What follows belongs to an exercise in optimizing a design on an open flow for small area; a production flow would make more cautious choices. Only simulation tests tie the RTL to the original design; equivalence was not proved. No activity file was given, so power comes from the tool's default toggle rates.

== north ==
==> flow/design.v <==
module SD_TOP(
    input      rst_n,
    input      clk,
    input      SD_MISO,
    output     SD_CK,
    output     SD_MOSI,
    output     SD_CSn
);
function [12:0] dec13(input [12:0] x);
    integer i; reg bw;
    begin
        bw = 1'b1;
        for(i = 0; i < 13; i = i + 1)begin
            dec13[i] = x[i] ^ bw;
            bw       = bw & ~x[i];
        end
    end
endfunction
function [5:0] dec6(input [5:0] x);
    integer i; reg bw;
    begin
        bw = 1'b1;
        for(i = 0; i < 6; i = i + 1)begin
            dec6[i] = x[i] ^ bw;
            bw      = bw & ~x[i];
        end
    end
endfunction
function [3:0] dec4(input [3:0] x);
    integer i; reg bw;
    begin
        bw = 1'b1;
        for(i = 0; i < 4; i = i + 1)begin
            dec4[i] = x[i] ^ bw;
            bw      = bw & ~x[i];
        end
    end
endfunction
function [2:0] inc3(input [2:0] x);
    begin
        inc3 = {x[2] ^ (x[1] & x[0]), x[1] ^ x[0], ~x[0]};
    end
endfunction
reg [3:0] dv;
always@(posedge clk or negedge rst_n)begin
    if(!rst_n) dv <= 4'd0;
    else       dv <= dec4(dv);
end
wire rise = (dv == 4'd0);
wire fall = (dv == 4'd8);
assign SD_CK = dv[3];
localparam C0    = 5'd0,   
           W01   = 5'd1,   
           C8    = 5'd2,   
           WA    = 5'd3,   
           C55   = 5'd4,   
           C55W  = 5'd5,   
           A41   = 5'd6,   
           A41W  = 5'd7,   
           C17   = 5'd8,   
           RRESP = 5'd9,   
           RDUM  = 5'd10,  
           RREAD = 5'd11,  
           C24   = 5'd16,  
           WCW   = 5'd17,  
           WCP   = 5'd18,  
           WDATA = 5'd24,  
           WDATF = 5'd25,  
           WDUM  = 5'd26,  
           WFIRE = 5'd27;  
localparam [47:0] CMD0   = {8'h40,8'h00,8'h00,8'h00,8'h00,8'h95};
localparam [47:0] CMD8   = {8'h48,8'h00,8'h00,8'h01,8'haa,8'h87};
localparam [47:0] CMD55  = {8'h77,8'h00,8'h00,8'h00,8'h00,8'hff};
localparam [47:0] ACMD41 = {8'h69,8'h40,8'h00,8'h00,8'h00,8'hff};
localparam [47:0] CMD17  = {8'h51,8'h00,8'h00,8'h00,8'h00,8'hff};
localparam [47:0] CMD24  = {8'h58,8'h00,8'h00,8'h00,8'h00,8'hff};
reg [4:0]  st;
localparam [12:0] MK = 13'd1073;
reg [12:0] mcx;
wire [12:0] mc = mcx ^ MK;
reg [5:0]  rc;    
reg        rv;
reg [3:0]  t;     
reg        mosi,cs;
reg [48:0] cv;
always@(*)begin
    case(st)
        C0     : cv = {CMD0  ,1'b1};
        C8     : cv = {CMD8  ,1'b1};
        C55    : cv = {CMD55 ,1'b1};
        A41    : cv = {ACMD41,1'b1};
        C17    : cv = {CMD17 ,1'b1};
        default: cv = {CMD24 ,1'b1};
    endcase
end
wire hi    = |mc[12:6];
wire pre    = hi | (mc[5] & mc[4] & (|mc[3:0]));
wire cbit   = pre ? 1'b1 : cv[mc[5:0]];
wire wide   = hi | (mc[5] & (mc[4] | (mc[3] & (|mc[2:0])))); 
wire mz     = ~hi & (mc[5:0] == 6'd0);
wire m1     = (mc == 13'd1);
wire [12:0] mcd = dec13(mc);
wire [7:0] wbyte = (mc[12] & mc[5])   ? 8'hfe :
                   (mc[12:4] == 9'd1) ? 8'hff : mc[10:3];
wire wbit = wbyte[mc[2:0]];
wire p00 = (t == 4'b0111);
wire pfe = (t == 4'b1111);
wire b = SD_MISO;
always@(posedge clk or negedge rst_n)begin
    if(!rst_n)begin
        st   <= C0;
        mcx  <= 13'd0;
        rc   <= 6'd0;
        rv   <= 1'b0;
        t    <= 4'd0;
        mosi <= 1'b0;
        cs   <= 1'b0;
    end
    else if(fall)begin
        case(st)
            C0,C8,C55,A41,C17,C24:begin
                cs   <= pre;
                mosi <= cbit;
                mcx   <= (mcd) ^ MK;
                if(!pre)begin
                    if(mz)begin
                        mcx <= ((st == C17) ? 13'd128 : 13'd0) ^ MK;
                        st <= (st == C0) ? W01 : (st == C8) ? WA : RRESP;
                    end
                    else if(m1 & (st == C55 | st == A41))begin
                        mcx <= (13'd127) ^ MK;
                        st <= (st == C55) ? C55W : A41W;
                    end
                    else if(m1 & (st == C24))begin
                        mcx <= (13'd2047) ^ MK;
                        st <= WCW;
                    end
                end
            end
            W01:begin
                mosi <= 1'b1;
                cs   <= rv;
                if(rv)begin
                    st <= t[1] ? C8 : C0;
                    mcx <= (t[1] ? 13'd1072 : 13'd1073) ^ MK;
                end
            end
            WA:begin
                if(rv)begin
                    cs <= 1'b1;
                    st <= t[2] ? C55 : C8;
                    mcx <= (t[2] ? 13'd48 : 13'd50) ^ MK;
                end
                else begin
                    cs   <= 1'b0;
                    mosi <= 1'b1;
                end
            end
            C55W:begin
                if(!mz)begin
                    mosi <= 1'b1;
                    mcx   <= (mcd) ^ MK;
                    cs   <= rv & t[1];
                    if(rv & t[1])begin
                        st <= A41;
                        mcx <= (13'd48) ^ MK;
                    end
                end
                else begin
                    cs <= 1'b1;
                    st <= C8;
                    mcx <= (13'd50) ^ MK;
                end
            end
            A41W:begin
                if(!mz)begin
                    cs   <= 1'b0;
                    mosi <= 1'b1;
                    mcx   <= (mcd) ^ MK;
                    if(rv & t[0])begin
                        st <= C17;
                        mcx <= (13'd98) ^ MK;
                    end
                end
                else begin
                    cs <= 1'b1;
                    st <= C8;
                    mcx <= (13'd50) ^ MK;
                end
            end
            RRESP:begin
                if(!mz)begin
                    cs <= 1'b0;
                    mcx <= (mcd) ^ MK;
                    if(p00)begin
                        st <= RDUM;
                        mcx <= (13'd2048) ^ MK;
                    end
                end
                else begin
                    cs <= 1'b1;
                    st <= C17;
                    mcx <= (13'd97) ^ MK;
                end
            end
            RDUM:begin
                if(!mz)begin
                    mcx <= (mcd) ^ MK;
                    if(pfe)begin
                        st <= RREAD;
                        mcx <= (13'd4104) ^ MK;
                    end
                end
                else begin
                    st <= C17;
                    mcx <= (13'd97) ^ MK;
                end
            end
            RREAD:begin
                if(!mz) mcx <= (mcd) ^ MK;
                else begin
                    st <= C24;
                    mcx <= (13'd50) ^ MK;
                end
            end
            WCW:begin
                if(t[3] & wide)begin 
                    st <= WCP;
                    mcx <= (13'd39) ^ MK;
                end
                else if(!mz) mcx <= (mcd) ^ MK;
                else begin
                    st <= C24;
                    mcx <= (13'd49) ^ MK;
                end
            end
            WCP:begin
                if(!mz) mcx <= (mcd) ^ MK;
                else begin
                    st   <= WDATA;
                    mcx   <= (13'd4135) ^ MK;
                    rv   <= 1'b0;
                    cs   <= 1'b1;
                    mosi <= 1'b1;
                end
            end
            WDATA,WDATF:begin
                cs <= 1'b0;
                if(mc[12:4] == 9'd0)begin
                    mosi <= 1'b1;
                    st   <= (st == WDATF | rv) ? WFIRE : WDUM;
                end
                else begin
                    mosi <= wbit;
                    mcx   <= (mcd) ^ MK;
                    st   <= ((st == WDATF | rv) & wbit) ? WDATF : WDATA;
                end
                if(st == WDATF) rc <= (|rc) ? dec6(rc) : rc;
                else            rc <= 6'd39;
            end
            WDUM:begin
                if(rv)begin
                    st <= WFIRE;
                    rc <= 6'd39;
                end
            end
            WFIRE:begin
                rc <= (|rc) ? dec6(rc) : rc;
                if(rc == 6'd0) cs <= 1'b1;
            end
            default:;
        endcase
    end
    else if(rise)begin
        case(st[4:3])
            2'b00:begin 
                if(!mosi)begin
                    rc <= 6'd0;
                    t  <= 4'd0;
                end
                else if(!b & (rc == 6'd0))begin
                    rv   <= 1'b0;
                    rc   <= 6'd48;
                    t[0] <= 1'b1;
                end
                else if(rc != 6'd0)begin
                    if(rc != 6'd1)begin
                        rc <= dec6(rc);
                        if(rc >= 6'd43)      t[0] <= t[0] & ~b;
                        else if(rc == 6'd42) begin
                            t[1] <= t[0] &  b;
                            t[0] <= t[0] & ~b;
                        end
                        else if(rc == 6'd21) t[2] <= ~b;
                        else if(rc == 6'd20 | rc == 6'd19) t[2] <= t[2] & ~b;
                        else if(rc == 6'd18) t[2] <= t[2] & b;
                    end
                    else begin
                        rv <= 1'b1;
                        rc <= 6'd0;
                    end
                end
                else rv <= 1'b0;
            end
            2'b01:begin 
                if(t[3])begin
                    if(t[2:0] == 3'd7) t <= b ? 4'b1000 : 4'b0001;
                    else if(b)         t <= {1'b1, (t[2:0] == 3'd6) ? 3'd6 : inc3(t[2:0])};
                    else               t <= (t[2:0] == 3'd6) ? 4'b1111 : 4'b0000;
                end
                else begin
                    if(b) t <= 4'b1000;
                    else  t <= {1'b0, (t[2:0] == 3'd7) ? 3'd7 : inc3(t[2:0])};
                end
            end
            2'b10:begin 
                if(!mosi | b) t <= 4'd0;
                else          t <= {1'b0, (t[2:0] == 3'd7) ? 3'd7 : inc3(t[2:0])};
                if(st == WCW & mosi & !b & (t[2:0] == 3'd7)) t[3] <= 1'b1;
            end
            default:begin 
                if(st == WDATA | st == WDUM)begin
                    if(!mosi)begin
                        t  <= 4'd3;
                        rv <= 1'b0;
                    end
                    else if(t[3])begin
                        if(!b) t <= 4'd8;
                        else if(t[2:0] == 3'd7) rv <= 1'b1; 
                        else t <= {t[3], inc3(t[2:0])};
                    end
                    else begin
                        case(t[2:0])
                            3'd0: t <= b ? 4'd1 : 4'd0;
                            3'd1: t <= b ? 4'd2 : 4'd0;
                            3'd2: t <= b ? 4'd3 : 4'd0;
                            3'd3: t <= b ? 4'd3 : 4'd4;
                            3'd4: t <= b ? 4'd1 : 4'd5;
                            3'd5: t <= b ? 4'd6 : 4'd0;
                            3'd6: t <= b ? 4'd2 : 4'd7;
                            3'd7: t <= b ? 4'd9 : 4'd0;
                        endcase
                    end
                end
            end
        endcase
    end
end
assign SD_MOSI = mosi;
assign SD_CSn  = cs;
endmodule
Settings: LEC_CHECK=0, ABC_AREA=1, CAP_MARGIN=20, CORE_MARGIN=2, CORE_UTILIZATION=65, PLACE_DENSITY=0.75, SLEW_MARGIN=20; clock period 10.0 ns.
standard.sh (not shown) runs the stock make flow with config.mk's settings and CLKGATE_MAP_FILE= SYNTH_SCRIPT=/design/flow/synth_recipe.tcl, a recipe that flattens the netlist after the stock synthesis.
==> flow/flow/run.sh <==
#!/bin/bash
# Standard ORFS layout, except:
# - synthesis maps the logic with an area-oriented ABC script
#   (flow/abc_area.script, built around ABC's &deepsyn) and leaves adders to
#   ABC instead of mapping them to half/full-adder cells first. The
#   synthesis script itself (synth_recipe.tcl) and every register are
#   unchanged. &deepsyn is a randomised search, so synthesis runs once per
#   seed, in parallel, and the layout continues from the smallest netlist;
# - the port buffers are buf_1 cells;
# - clock tree synthesis uses clkbuf_4 buffers and no dummy loads.
set -euo pipefail
W=$PWD
SEEDS="1 2 3 4 5 6 7 8"
for wave in "1 2 3 4" "5 6 7 8"; do
    for k in $wave; do
        rm -rf "$W/scripts_$k" "$W/orfs_$k"
        cp -r "$FLOW_HOME/scripts" "$W/scripts_$k"
        sed "s/SEED/$k/" "$W/flow/abc_area.script" > "$W/scripts_$k/abc_area.script"
        ( bash standard.sh synth SCRIPTS_DIR="$W/scripts_$k" ADDER_MAP_FILE= \
              WORK_HOME="$W/orfs_$k" > "$W/synth_$k.log" 2>&1 || true ) &
    done
    wait
done
best=""
bestarea=""
for k in $SEEDS; do
    f="$W/orfs_$k/reports/$FLOW_PLATFORM/SD_TOP/base/synth_stat.txt"
    [[ -f "$W/orfs_$k/results/$FLOW_PLATFORM/SD_TOP/base/1_synth.odb" && -f "$f" ]] || continue
    a=$(grep "Chip area" "$f" | awk '{print $NF}')
    echo "seed $k: synthesised area $a" >> "$W/synth_choice.log"
    if [[ -z "$best" ]] || awk -v a="$a" -v b="$bestarea" 'BEGIN{exit !(a < b)}'; then
        best=$k
        bestarea=$a
    fi
done
echo "using seed $best" >> "$W/synth_choice.log"
rm -rf "$W/orfs"
cp -a "$W/orfs_$best" "$W/orfs"
bash standard.sh finish \
    "BUFFER_PORTS_ARGS=-buffer_cell sky130_fd_sc_hd__buf_1" \
    "CTS_ARGS=-sink_clustering_enable -repair_clock_nets -dont_use_dummy_load -root_buf sky130_fd_sc_hd__clkbuf_4 -tree_buf sky130_fd_sc_hd__clkbuf_8 -buf_list sky130_fd_sc_hd__clkbuf_8" \
    > "$W/layout.log" 2>&1
==> flow/flow/abc_area.script <==
strash
dc2
&get -n; &deepsyn -T 300 -S SEED; &put
strash; &get -n; &dch -f; &nf -R 1000; &put
strash; &get -n; &dch -f; &nf -R 1000; &put
topo
dnsize
Input-level comparison between south and north:
--- a/flow/design.v
+++ b/flow/design.v
@@ -58,17 +58,17 @@
            A41   = 5'd6,   
            A41W  = 5'd7,   
            C17   = 5'd8,   
            RRESP = 5'd9,   
-           RDUM  = 5'd10,  
-           RREAD = 5'd11,  
+           RDUM  = 5'd11,  
+           RREAD = 5'd13,  
            C24   = 5'd16,  
            WCW   = 5'd17,  
-           WCP   = 5'd18,  
-           WDATA = 5'd24,  
-           WDATF = 5'd25,  
-           WDUM  = 5'd26,  
-           WFIRE = 5'd27;  
+           WCP   = 5'd19,  
+           WDATA = 5'd25,  
+           WDATF = 5'd27,  
+           WDUM  = 5'd29,  
+           WFIRE = 5'd31;  
 localparam [47:0] CMD0   = {8'h40,8'h00,8'h00,8'h00,8'h00,8'h95};
 localparam [47:0] CMD8   = {8'h48,8'h00,8'h00,8'h01,8'haa,8'h87};
 localparam [47:0] CMD55  = {8'h77,8'h00,8'h00,8'h00,8'h00,8'hff};
 localparam [47:0] ACMD41 = {8'h69,8'h40,8'h00,8'h00,8'h00,8'hff};
[summary]
[compare] base=north new=south: cell area now sits lower, number of stages on the worst setup path now sits lower, required time of the critical path now sits higher, routed metal-1 wire length now sits lower.
Compared with north, south shows synthesis-to-layout area growth lower by 0.28 points.
north ended up with o21ai_0 as its most common cell after layout, fill and taps aside; south ended up with nor2_1.
Maximum clock rate on south is up relative to north.
Re switching power share of the total: north and south aren't equal, and the lower value belongs to south.
Endpoint of the most critical setup path: st[1] -> south, st[4] -> north
Measured against each other, north and south differ in length in cells of the worst reg-to-reg path, the lower figure coming from south.
The y dimension of the die of south and that of north are within noise of each other.
After detailed routing, north needs less wire than south.
Comparing south with north, the core utilization came out essentially unchanged.
Looking at filler cell count, south sits 35 higher than north does.

static timing again, ports no longer ideal:
The results above use ideal ports. As a check the final layouts listed here were re-extracted and re-timed, cells and wires unchanged.
Step 1: set_driving_cell puts a clkbuf_16 on clk and a buf_2 on each other input, an assumption about the parent block.
Step 2 also shifts input and output timing later by t, the mid clock arrival at the registers, as if the neighbouring blocks saw the same clock.
Three values: no drivers, after step 1, after step 2; two values: the first two.
run | shift t [ns] | setup slack, ns | worst setup path after step 2 | worst data-port slew with drivers (ns)
north | 0.362 | 6.275 / 6.275 / 6.071 | input to register | 0.03
south | 0.367 | 6.671 / 6.671 / 6.531 | input to register | 0.03
After both steps setup and hold are still met in every run listed. For north, which loses most, drivers alone change the setup slack by 0.000 ns; drivers and shift together by -0.204 ns.
